From an optimization exercise on the open Yosys and OpenROAD flow, aimed at small area, a short achievable clock period and few clock cycles; shortcuts taken in it are not production practice.
At most, simulation tests tie the RTL to the original design; equivalence was not proved.
Function not checked in runs 2 and 3: the RTL went through the layout flow alone.
Power and IR drop assume default switching activity.

==> flow/design.v, too long to show whole: its modules and the start of the top module <==
// module multipler_16x16: 14 lines
// module multipler_top: 1729 lines
module multipler_top #(
    parameter integer DATA_LENGTH       = 64,
    parameter integer BLOCK_LENGTH      = 16,
    parameter integer LENGTH            = 16
) (
    input  logic                        clk_i,
    input  logic                        rst_ni,
    input  logic                        start_i,
    output logic                        busy_o,
    output logic                        finish_o,
    input  logic [DATA_LENGTH-1:0]      indata_a_i,
    input  logic [DATA_LENGTH-1:0]      indata_b_i,
    output logic [DATA_LENGTH*2-1:0]    outdata_r_o
);
  // ...
==> flow/flow/run.sh <==
#!/bin/bash
set -euo pipefail
{
  echo "include $(pwd)/config.mk"
  cat flow/extra.mk
} > extra_config.mk
sed "s#DESIGN_CONFIG=[^ ]*#DESIGN_CONFIG=$(pwd)/extra_config.mk#" standard.sh > standard_extra.sh
bash standard_extra.sh > standard.log 2>&1
==> flow/flow/extra.mk <==
export SETUP_SLACK_MARGIN = 6.5
export BUFFER_PORTS_ARGS = -buffer_cell sky130_fd_sc_hd__buf_1
==> flow/standard.sh <==
#!/bin/bash
# synth_recipe.tcl (not shown) runs the flow's synth.tcl, then flattens the netlist and writes it again
# the make line also repeats each setting of config.mk as NAME=value (left out here)
make -C /OpenROAD-flow-scripts/flow DESIGN_CONFIG=/design/flow/config.mk WORK_HOME=/design/flow/orfs CLKGATE_MAP_FILE= SYNTH_SCRIPT=/design/flow/synth_recipe.tcl "${@:-finish}"
==> flow/config.mk <==
export PLATFORM = sky130hd
export DESIGN_NAME = multipler_top
export DESIGN_NICKNAME = multipler_top
export VERILOG_FILES = /design/flow/design.v
export SDC_FILE = /design/flow/constraint.sdc
export NUM_CORES = 4
export LEC_CHECK = 0
export CAP_MARGIN = 20
export CORE_MARGIN = 2
export CORE_UTILIZATION = 45
export SLEW_MARGIN = 20
==> flow/constraint.sdc <==
create_clock -name core_clock -period 10.0 [get_ports {clk_i}]
set_input_delay 2.0000 -clock core_clock [delete_from_list [all_inputs] [get_ports {clk_i}]]
set_output_delay 2.0000 -clock core_clock [all_outputs]
set_load 0.01 [all_outputs]
==> out/results.tsv, run 1 <==
stage	metric	value	unit
setup_path	ff2ff_path_depth	10	
layout	multiInputGateArea	13350	um^2
setup_path	crit_slowest_cell	dfxtp_2	
route	ant_nets	0	
min_path	hp-start	b_q[15]	
setup_path	arrival	1.45	ns
clock_tree	cts.hold.buffers_added	0	
layout	drive_above_1_share	6.935	%
min_path	min_to	b_q[9]	
logic_synthesis	synth.avg_cell_area	9.903	um^2
layout	reg_top3	a_q: 64 flops, b_q: 64 flops, c_q: 64 flops	
run_status	outcome	no timing/DRC/antenna violations	
logic_synthesis	synth-compound-area-share	12.58	%
route	top_layer	met4	
clock_tree	cts_buffer_depth	3	
floorplan	die_x	221.6	um
layout	seq_share	26.66	%
layout	final_nets	2778	
layout	multi_input_area_share	55.94	%
power	seq_power_share	25.2	%
setup_path	path_class	flip-flop to output pin	
layout	largest_cell_class	multi-input combinational cells	
timing	period_share	34.47	%
layout	stdcell_count	2945	
placed_design	place_congestion	0.8596	
layout	layout.nonclk_buf_share	5.269	%
timing	maxSlewHeadroom	33.49	%
setup_path	max_stage_delay	0.42	ns
route	routed_via_density	5.307	
route	wl_met1	24340	um
clock_tree	cts_tree	done	
placed_design	pre_cts_slack	6.162	ns
floorplan	start_util	45.68	%
logic_synthesis	yosysMostFrequentCell	nand2_1	
timing	max_freq	290.1	MHz
logic_synthesis	syn_nets	2622	
setup_path	crit_buf_inv	1	
setup_path	cp_num_cells	2	
Testbench counts, summed over its fixed seeds: cycles 33,600.
==> inputs of run 2 (changes only) <==
--- a/flow/design.v
+++ b/flow/design.v
@@ -35,2 +35,3 @@
 logic st_run, st_cpa, st_fin;
+logic busy_q;
 logic [3:0] cnt_q;
@@ -47,3 +48,3 @@
 logic [R-1:0]  two_q;     
-logic [R-1:0]  neg_q;     
+logic [R-1:0]  pos_q;     
 always_ff @(posedge clk_i) begin
@@ -53,4 +54,6 @@
         st_fin <= 1'b0;
+        busy_q <= 1'b0;
         cnt_q  <= '0;
     end else begin
+        busy_q <= (st_idle & start_i) | st_run;
         st_run <= (st_idle & start_i) | (st_run & ~(cnt_q == N-1));
@@ -68,7 +71,8 @@
 assign one_nx[2] = (b_q[10] ^ b_q[9]); assign two_nx[2] = ((b_q[11] & ~b_q[10] & ~b_q[9]) | (~b_q[11] & b_q[10] & b_q[9])); assign neg_nx[2] = b_q[11];
+wire [R-1:0] neg = ~pos_q;
 wire [64:0] a_x1 = {1'b0, a_q};
 wire [64:0] a_x2 = {a_q, 1'b0};
-wire [65:0] pp0 = {~neg_q[0], ((a_x1 & {65{one_q[0]}}) | (a_x2 & {65{two_q[0]}})) ^ {65{neg_q[0]}}};
-wire [65:0] pp1 = {~neg_q[1], ((a_x1 & {65{one_q[1]}}) | (a_x2 & {65{two_q[1]}})) ^ {65{neg_q[1]}}};
-wire [65:0] pp2 = {~neg_q[2], ((a_x1 & {65{one_q[2]}}) | (a_x2 & {65{two_q[2]}})) ^ {65{neg_q[2]}}};
+wire [65:0] pp0 = {pos_q[0], ~(((a_x1 & {65{one_q[0]}}) | (a_x2 & {65{two_q[0]}})) ^ {65{pos_q[0]}})};
+wire [65:0] pp1 = {pos_q[1], ~(((a_x1 & {65{one_q[1]}}) | (a_x2 & {65{two_q[1]}})) ^ {65{pos_q[1]}})};
+wire [65:0] pp2 = {pos_q[2], ~(((a_x1 & {65{one_q[2]}}) | (a_x2 & {65{two_q[2]}})) ^ {65{pos_q[2]}})};
 wire [R-1:0] cb;
@@ -88,4 +92,4 @@
 assign fc6 = (pp0[4] & pp1[2]) | (pp0[4] & pp2[0]) | (pp1[2] & pp2[0]);
-assign hs7 = neg_q[2] ^ s_g[4];
-assign hc8 = neg_q[2] & s_g[4];
+assign hs7 = neg[2] ^ s_g[4];
+assign hc8 = neg[2] & s_g[4];
 assign fs9 = pp0[5] ^ pp1[3] ^ pp2[1];
@@ -338,8 +342,8 @@
 assign hc256 = s_g[66] & c_g[66];
-assign hs257 = pp0[0] ^ neg_q[0];
-assign hc258 = pp0[0] & neg_q[0];
+assign hs257 = pp0[0] ^ neg[0];
+assign hc258 = pp0[0] & neg[0];
 assign hs259 = pp0[1] ^ s_g[1];
 assign hc260 = pp0[1] & s_g[1];
-assign fs261 = neg_q[1] ^ s_g[2] ^ c_g[2];
-assign fc262 = (neg_q[1] & s_g[2]) | (neg_q[1] & c_g[2]) | (s_g[2] & c_g[2]);
+assign fs261 = neg[1] ^ s_g[2] ^ c_g[2];
+assign fc262 = (neg[1] & s_g[2]) | (neg[1] & c_g[2]) | (s_g[2] & c_g[2]);
 assign fs263 = s_g[3] ^ c_g[3] ^ hs3;
@@ -1732,3 +1736,3 @@
     two_q <= st_idle ? two_in : two_nx;
-    neg_q <= st_idle ? neg_in : neg_nx;
+    pos_q <= st_idle ? ~neg_in : ~neg_nx;
     s_q   <= st_cpa ? {{(M-62){1'b0}}, full_sum[67:K]} : csa_s[W-1:K];
@@ -1739,3 +1743,3 @@
 end
-assign busy_o      = st_run | st_cpa;
+assign busy_o      = busy_q;
 assign finish_o    = st_fin;
==> out/results.tsv, run 2 <==
stage	metric	value	unit	change
floorplan	ioPinCount	261		
logic_synthesis	yosysWarnings	1		
layout	n_antenna_cell	0		
layout	final_nets	2864		+3.1%
power	p_sw_share	42.61	%	
power	p_int	4.241	mW	
layout	layout_commonest_cell	inv_1		
setup_path	timing.rr.start	cy_q		
clock_tree	cts.hold.buffers_added	0		unchanged
floorplan	dieArea	49860	um^2	
setup_path	start_kind	flip-flop		
setup_path	required	10.45	ns	
global_route	antenna_found_initial	0		
power	p_total	7.389	mW	
route	dr.pass1.iters	5		
min_path	min_path_cells	2		
floorplan	die_h	223.3	um	
logic_synthesis	ys_ff_latch	289		
setup_path	path_cells	inv_2 -> fa_2 -> inv_2 -> fa_2 -> a211oi_2 -> o211a_1 -> or3_4 -> a2111oi_4 -> o211ai_2 -> a21oi_4 -> a41oi_2 -> nor2_1 -> fa_1 -> mux2_4		
timing	max_freq	272.2	MHz	-6.2%
floorplan	die_x	223.3	um	+0.76%
logic_synthesis	synth_area	21640	um^2	
power	power_density	301.2	nW/um^2	
route	routed_wl	55390	um	
layout	final_util	51.49	%	
logic_synthesis	ys_top_cells_by_count	inv_1, dfxtp_1, nand2_1, fa_1, a22oi_1		
layout	largest_reg_flops	66		
setup_path	crit_buf_inv	2		+1
global_route	grt_max_degree	130		
setup_path	r2r_setup_slack	6.33	ns	
logic_synthesis	synth.avg_cell_area	9.761	um^2	-1.4%
logic_synthesis	synthTopCellsByArea	dfxtp_1, fa_1, edfxtp_1		
global_route	grt_use_total	22.43	%	
route	routed_via_density	5.178		-2.4%
timing	period_share	36.73	%	+2.3 points
route	drc	0		
run_status	outcome	no timing/DRC/antenna violations		
timing	worstMarginPinSlew	1.023	ns	
route	ant_nets	0		unchanged
power	power_frac_clock	18.5	%	
setup_path	arrival	4.13	ns	+2.68 ns
logic_synthesis	synth.largest_area_cell	dfxtp_1		
setup_path	path_max_fanout	2		
layout	reg_top3	b_q: 66 flops, a_q: 64 flops, c_q: 64 flops		
global_route	grt_pass1_wl	88400	um	
setup_path	crit_slowest_cell	a2111oi_4		
layout	top_register	b_q		
global_route	grt_pass1_vias	16240		
setup_path	cp-end-kind	flip-flop		
timing	setup_tns	0	ns	
logic_synthesis	synth_cells	2217		
logic_synthesis	ys_seq_area_share	29.70	%	
setup_path	max_stage_delay	0.44	ns	+0.02 ns
power	power.switching	3.148	mW	
placed_design	io_buffers	260		
route	vias	15720		
layout	layout_common_cells	inv_1, buf_1, nand2_1		
logic_synthesis	syn_nets	2687		+2.5%
setup_path	ff2ff_path_depth	14		+4
logic_synthesis	synth-main-ff-cell	dfxtp_1		
timing	report.final.setup_viol	0		
clock_tree	cts_tree	done		
setup_path	critPathTopFamily	compound AO/OA/AOI/OAI gates		
layout	area_growth	13.38	%	
placed_design	hpwlAfterDp	40200	um	
clock_tree	cts_buffer_depth	3		unchanged
timing	rsz0062_at_grt	yes		
timing	skew	0.02976	ns	
floorplan	core_area	47650	um^2	
floorplan	start_util	45.42	%	-0.26 points
min_path	hold_class	flip-flop to flip-flop		
power	p_leak	11.19	nW	
power	seq_power_share	24.7	%	-0.5 points
clock_tree	cts.sink_count	289		
run	drv_cap	0		
min_path	hp-start	b_q[52]		
timing	slew_violations	0		
timing	period_minus_slack	3.673	ns	
clock_tree	numCtsBuffers	35		
logic_synthesis	synth.distinct_cells	61		
logic_synthesis	yosysMostFrequentCell	inv_1		
route	drt_iter0_markers	1137		
global_route	grt_overflow	0		
clock_tree	clk_pin_slew	0.06	ns	
setup_path	rr_endpoint	outdata_r_o[124]		
floorplan	num_rows	80		
logic_synthesis	synth_edf_count	64		
clock_tree	root_buffer	clkbuf_16		
route	avgRoutedWirePerCell	18.24	um	
timing	hold_viol	0		
clock_tree	clock_latency	0.57	ns	
timing	maxSlewHeadroom	31.41	%	-2.1 points
clock_tree	cts.htree.levels	2		
timing	holdWs	0.4343	ns	
power	comb_power_share	56.8	%	
logic_synthesis	synth_top_cell_area_share	20.82	%	
logic_synthesis	synthArstFlopShare	0	%	
power	ir_drop	0.1383	mV	
placed_design	place_congestion	0.8635		+0.45%
setup_path	path_class	flip-flop to flip-flop		
layout	drive_above_1_share	8.633	%	+1.7 points
min_path	min_to	b_q[46]		
## run 2: changes by cell type in the layout (fill, tap and decap cells not counted), moves of 7 or more
| cell | before | now |
|---|---|---|
| a21oi_1 | 46 | 38 |
| and3_1 | 11 | 4 |
| buf_4 | 15 | 26 |
| buf_6 | 3 | 15 |
| inv_1 | 218 | 329 |
| mux2_2 | 29 | 37 |
| mux2_4 | 1 | 9 |
| nand2_1 | 246 | 218 |
| nor3_1 | 15 | 5 |
| xnor2_1 | 98 | 159 |
| xor2_1 | 142 | 91 |
## run 2: worst max path at each step
| stage | slack, ns | from | to | cells after the start |
|---|---|---|---|---|
| after global routing | 6.23 | cy_q | outdata_r_o[124] | 14 |
| after floorplan | 6.51 | ls_q[0] | outdata_r_o[124] | 14 |
| after detailed placement | 5.90 | pos_q[0] | outdata_r_o[103] | 10 |
| after CTS | 6.18 | cy_q | outdata_r_o[124] | 14 |
| final | 6.33 | cy_q | outdata_r_o[124] | 14 |
| after global placement | 5.97 | pos_q[0] | outdata_r_o[103] | 10 |
## run 2: metal layers
layer,track usage [%],routed length (um),up-vias
met5,0,0,-
met4,9.204,2002,0
met3,5.268,3342,116
met2,35.64,25500,479
met1,29.53,24540,7658
li1,-,-,7466
## run 2: what timing repair did
| action | 4_1_cts | 5_1_grt |
|---|---|---|
| pin swaps | 34 | 28 |
| gates resized for setup | 43 | 55 |
| cloned | 0 | 0 |
| endpoints found under the hold margin | 0 | 0 |
| setup buffers | 19 | 10 |
| endpoints found under the setup margin | 74 | 53 |
## run 2: cell families (layout without fill, tap and decap cells)
kind of cell    Yosys count  after routing  synth area share [%]
compound gates          340            340                 11.44
flops                   289            289                 29.70
buf+inv                 500            704                 9.749
xor+xnor                252            252                 10.20
simple gates            450            450                 9.933
fa+ha+maj               339            339                 26.54
mux                      47             47                 2.440
## run 2: layout make-up
| cell class | instances | area [um^2] |
|---|---|---|
| Sequential cell | 289 | 6442 |
| Timing Repair Buffer | 304 | 1385 |
| Tap cell | 615 | 769.5 |
| Fill cell | 4405 | 23110 |
| Clock inverter | 16 | 227.7 |
| Inverter | 336 | 1294 |
| Multi-Input combinational cell | 1428 | 13420 |
| Clock buffer | 48 | 996.0 |
## run 2: through the flow
| stage | worst slack (ns) | instances | area, um^2 |
|---|---|---|---|
| 2_1_floorplan | 6.510 | 2217 | 21640 |
| 3_3_place_gp | 5.970 | 2943 | 22680 |
| 3_5_place_dp | 5.901 | 2943 | 22680 |
| 4_1_cts | 6.185 | 3026 | 24200 |
| 5_1_grt | 6.228 | 3036 | 24530 |
| 6_report | 6.327 | 3036 | 24530 |
## run 2: power groups by stage
stage                     Sequential [mW]  Clock (mW)  Combinational (mW)
final                                1.83        1.36                4.20
after detailed placement             1.85           0                3.97
after global routing                 1.87        1.44                4.82
after global placement               1.85           0                3.90
after floorplan                      1.74           0                3.07
after CTS                            1.83        1.40                4.13
## run 2: tightest hold or removal path, stage by stage, from the launching register on
cell	delay, ns
dfxtp_1	0.31
nand2_1	0.05
nand2_1	0.04
==> inputs of run 3 (changes only) <==
==> flow/flow/extra.mk (replaced) <==
export SETUP_SLACK_MARGIN = 7
export BUFFER_PORTS_ARGS = -buffer_cell sky130_fd_sc_hd__buf_1
==> out/results.tsv, run 3 <==
stage	metric	value	unit	change
logic_synthesis	synth.avg_cell_area	9.761	um^2	unchanged
layout	drive_above_1_share	23.39	%	+15 points
logic_synthesis	synthArstFlopShare	0	%	unchanged
global_route	grt_max_degree	77		-41%
route	routed_via_density	5.342		+3.2%
layout	final_nets	2942		+2.7%
logic_synthesis	synth.distinct_cells	61		unchanged
floorplan	num_rows	80		unchanged
timing	period_minus_slack	3.723	ns	+0.04968 ns
placed_design	dpl_cell_area	22740	um^2	+0.28%
clock_tree	numCtsBuffers	37		+5.7%
logic_synthesis	synth.largest_area_cell	dfxtp_1		
timing	skew	0.02914	ns	-0.0006185 ns
power	p_leak	12.39	nW	+11%
min_path	hold_class	flip-flop to flip-flop		
logic_synthesis	syn_nets	2687		unchanged
timing	max_freq	268.6	MHz	-1.3%
layout	stdcell_count	3116		+2.6%
setup_path	timing.rr.start	cy_q		
timing	report.final.setup_viol	0		unchanged
placed_design	place_congestion	0.8667		+0.37%
setup_path	rr_endpoint	outdata_r_o[124]		
power	p_int	4.611	mW	+8.7%
timing	worstMarginPinSlew	1.073	ns	+0.05031 ns
global_route	grt_overflow	0		unchanged
clock_tree	cts.htree.levels	2		unchanged
global_route	grt_pass1_wl	94140	um	+6.5%
power	power_frac_clock	17.2	%	-1.3 points
floorplan	start_util	45.42	%	unchanged
power	p_total	7.917	mW	+7.1%
min_path	min_to	b_q[10]		
route	ant_nets	0		unchanged
layout	n_antenna_cell	0		unchanged
timing	slew_violations	0		unchanged
placed_design	hpwlAfterDp	41250	um	+2.6%
power	seq_power_share	24.2	%	-0.5 points
placed_design	place_inst	2943		unchanged
min_path	hp-start	b_q[16]		
logic_synthesis	ys_seq_area_share	29.70	%	unchanged
run_status	outcome	no timing/DRC/antenna violations		
global_route	antenna_found_initial	1		+1
clock_tree	cts_tree	done		
setup_path	path_max_fanout	2		unchanged
setup_path	arrival	4.17	ns	+0.04 ns
logic_synthesis	ys_ff_latch	289		unchanged
route	dr.pass1.iters	5		unchanged
floorplan	die_h	223.3	um	unchanged
floorplan	ioPinCount	261		unchanged
setup_path	start_kind	flip-flop		
layout	final_cell_area	26910	um^2	+9.7%
logic_synthesis	synth_top_cell_area_share	20.82	%	unchanged
setup_path	path_class	flip-flop to flip-flop		
power	power_density	294.2	nW/um^2	-2.3%
layout	layout_commonest_cell	inv_1		
global_route	grt_pass1_vias	16990		+4.6%
logic_synthesis	synth_cells	2217		unchanged
clock_tree	clock_latency	0.57	ns	about the same
power	p_sw_share	41.76	%	-0.85 points
floorplan	die_x	223.3	um	unchanged
layout	layout_common_cells	inv_1, nand2_1, fa_1		
logic_synthesis	synth_area	21640	um^2	unchanged
route	avgRoutedWirePerCell	20.74	um	+14%
timing	rsz0062_at_grt	yes		
floorplan	core_area	47650	um^2	unchanged
setup_path	cp-end-kind	flip-flop		
clock_tree	clk_pin_slew	0.06	ns	about the same
min_path	min_path_cells	2		unchanged
clock_tree	cts.sink_count	289		unchanged
setup_path	required	10.45	ns	about the same
route	drt_iter0_markers	1153		+1.4%
run	drv_cap	0		unchanged
setup_path	r2r_setup_slack	6.28	ns	-0.05 ns
logic_synthesis	ys_top_cells_by_count	inv_1, dfxtp_1, nand2_1, fa_1, a22oi_1		
power	comb_power_share	58.6	%	+1.8 points
timing	period_share	37.23	%	+0.50 points
layout	area_growth	24.35	%	
route	vias	16650		+5.9%
power	ir_drop	0.1331	mV	-3.7%
logic_synthesis	synthTopCellsByArea	dfxtp_1, fa_1, edfxtp_1		
logic_synthesis	synth_edf_count	64		unchanged
logic_synthesis	yosysWarnings	1		unchanged
timing	setup_tns	0	ns	unchanged
timing	hold_viol	0		unchanged
layout	top_register	b_q		
logic_synthesis	synth-main-ff-cell	dfxtp_1		
placed_design	io_buffers	260		unchanged
logic_synthesis	yosysMostFrequentCell	inv_1		
global_route	grt_use_total	24.16	%	+1.7 points
setup_path	ff2ff_path_depth	15		+1
layout	reg_top3	b_q: 66 flops, a_q: 64 flops, c_q: 64 flops		
clock_tree	cts_buffer_depth	3		unchanged
route	drc	0		unchanged
clock_tree	root_buffer	clkbuf_16		
route	routed_wl	64620	um	+17%
floorplan	dieArea	49860	um^2	unchanged
timing	maxSlewHeadroom	28.03	%	-3.4 points
power	power.switching	3.306	mW	+5.0%
layout	largest_reg_flops	66		unchanged
==> run 3: what timing repair did <==
item	in CTS	in global routing
setup buffers	52	26
setup endpoints to repair	321	194
hold endpoints to repair	0	0
cloned	9	18
gates resized for setup	462	106
hold buffers	0	0
pin swaps	25	40
==> run 3: per-stage QoR <==
step                setup WS [ns]  hold slack (ns)  utilization [%]
finish                      6.277           0.4486            56.48
global route                6.157           0.4654            56.48
CTS                         6.246           0.4473            54.32
detailed placement          5.839           0.4304            47.72
global placement            5.853           0.4287            47.72
floorplan                   6.555           0.4446                -
==> run 3: final cells by class <==
cell class / count / area (um^2)
Fill cell: 4153 / 20740
Timing Repair inverter: 3 / 28.78
Sequential cell: 289 / 6690
Clock inverter: 15 / 165.2
Inverter: 336 / 1299
Timing Repair Buffer: 374 / 3286
Multi-Input combinational cell: 1431 / 13580
Tap cell: 615 / 769.5
Clock buffer: 53 / 1087
==> run 3: cells by family (layout without fill, tap and decap cells) <==
family,Yosys count,count (layout),share of synthesized area [%]
multiplexers,47,47,2.440
AND/OR/NAND/NOR,450,453,9.933
XOR/XNOR,252,252,10.20
buffers and inverters,500,781,9.749
flip-flops,289,289,29.70
AO/OA/AOI/OAI,340,340,11.44
adder cells (fa/ha/maj),339,339,26.54
==> run 3: worst max path at each step <==
| stage | cells after the start | end | slack, ns | startpoint |
|---|---|---|---|---|
| 3_5_place_dp | 10 | outdata_r_o[103] | 5.84 | pos_q[0] |
| 4_1_cts | 15 | outdata_r_o[124] | 6.25 | cy_q |
| 6_report | 15 | outdata_r_o[124] | 6.28 | cy_q |
| 2_1_floorplan | 14 | outdata_r_o[124] | 6.56 | cy_q |
| 5_1_grt | 15 | outdata_r_o[124] | 6.16 | cy_q |
| 3_3_place_gp | 10 | outdata_r_o[103] | 5.85 | pos_q[0] |
==> run 3: critical path, cell delays in order (launching register included) <==
cell	delay (ns)
dfxtp_2	0.32
inv_2	0.04
fa_2	0.37
inv_2	0.06
fa_2	0.20
a211oi_2	0.07
o211a_1	0.26
or3_4	0.44
a2111oi_4	0.31
buf_4	0.20
o211ai_4	0.13
a21oi_4	0.19
a41oi_2	0.16
nor2_2	0.15
fa_1	0.43
mux2_4	0.27
==> run 3: power groups by stage <==
stage	clock [mW]	combinational, mW	sequential, mW
after floorplan	0	3.10	1.74
after global placement	0	3.96	1.85
after detailed placement	0	4.03	1.85
after CTS	1.39	4.47	1.89
after global routing	1.44	5.23	1.95
final	1.36	4.64	1.91
==> run 3: metal layers <==
| metal | wire (um) | global-route usage (%) | vias up |
|---|---|---|---|
| li1 | - | - | 7646 |
| met1 | 27250 | 31.66 | 8253 |
| met2 | 30800 | 40.83 | 635 |
| met3 | 4789 | 4.781 | 112 |
| met4 | 1776 | 6.495 | 0 |
| met5 | 0 | 0 | - |

static timing again, ports no longer ideal:
The flow's constraints put no driver on any port. The routed layouts listed below were extracted and timed again, unchanged, in two steps.
Step 1 (the two cells are an assumption about what drives the block):
set clk [get_ports {clk_i}]
set_driving_cell -lib_cell sky130_fd_sc_hd__clkbuf_16 $clk
set_driving_cell -lib_cell sky130_fd_sc_hd__buf_2 [delete_from_list [all_inputs] $clk]
Step 2 also shifts input and output timing later by t, the mid clock arrival at the registers, as if the neighbouring blocks saw the same clock.
Slacks: ideal / step 1 / step 2; pairs: ideal / step 1.
run	shift t [ns]	setup WS [ns]	worst hold slack (ns)	pins driven straight from the clock port
run 1	0.619	6.553 / 6.496 / 6.608	0.438 / 0.438 / 0.438	1
run 2	0.618	6.327 / 6.327 / 6.327	0.434 / 0.434 / 0.434	1
run 3	0.615	6.277 / 6.277 / 6.277	0.449 / 0.449 / 0.449	1
After both steps every run listed still meets setup and hold.
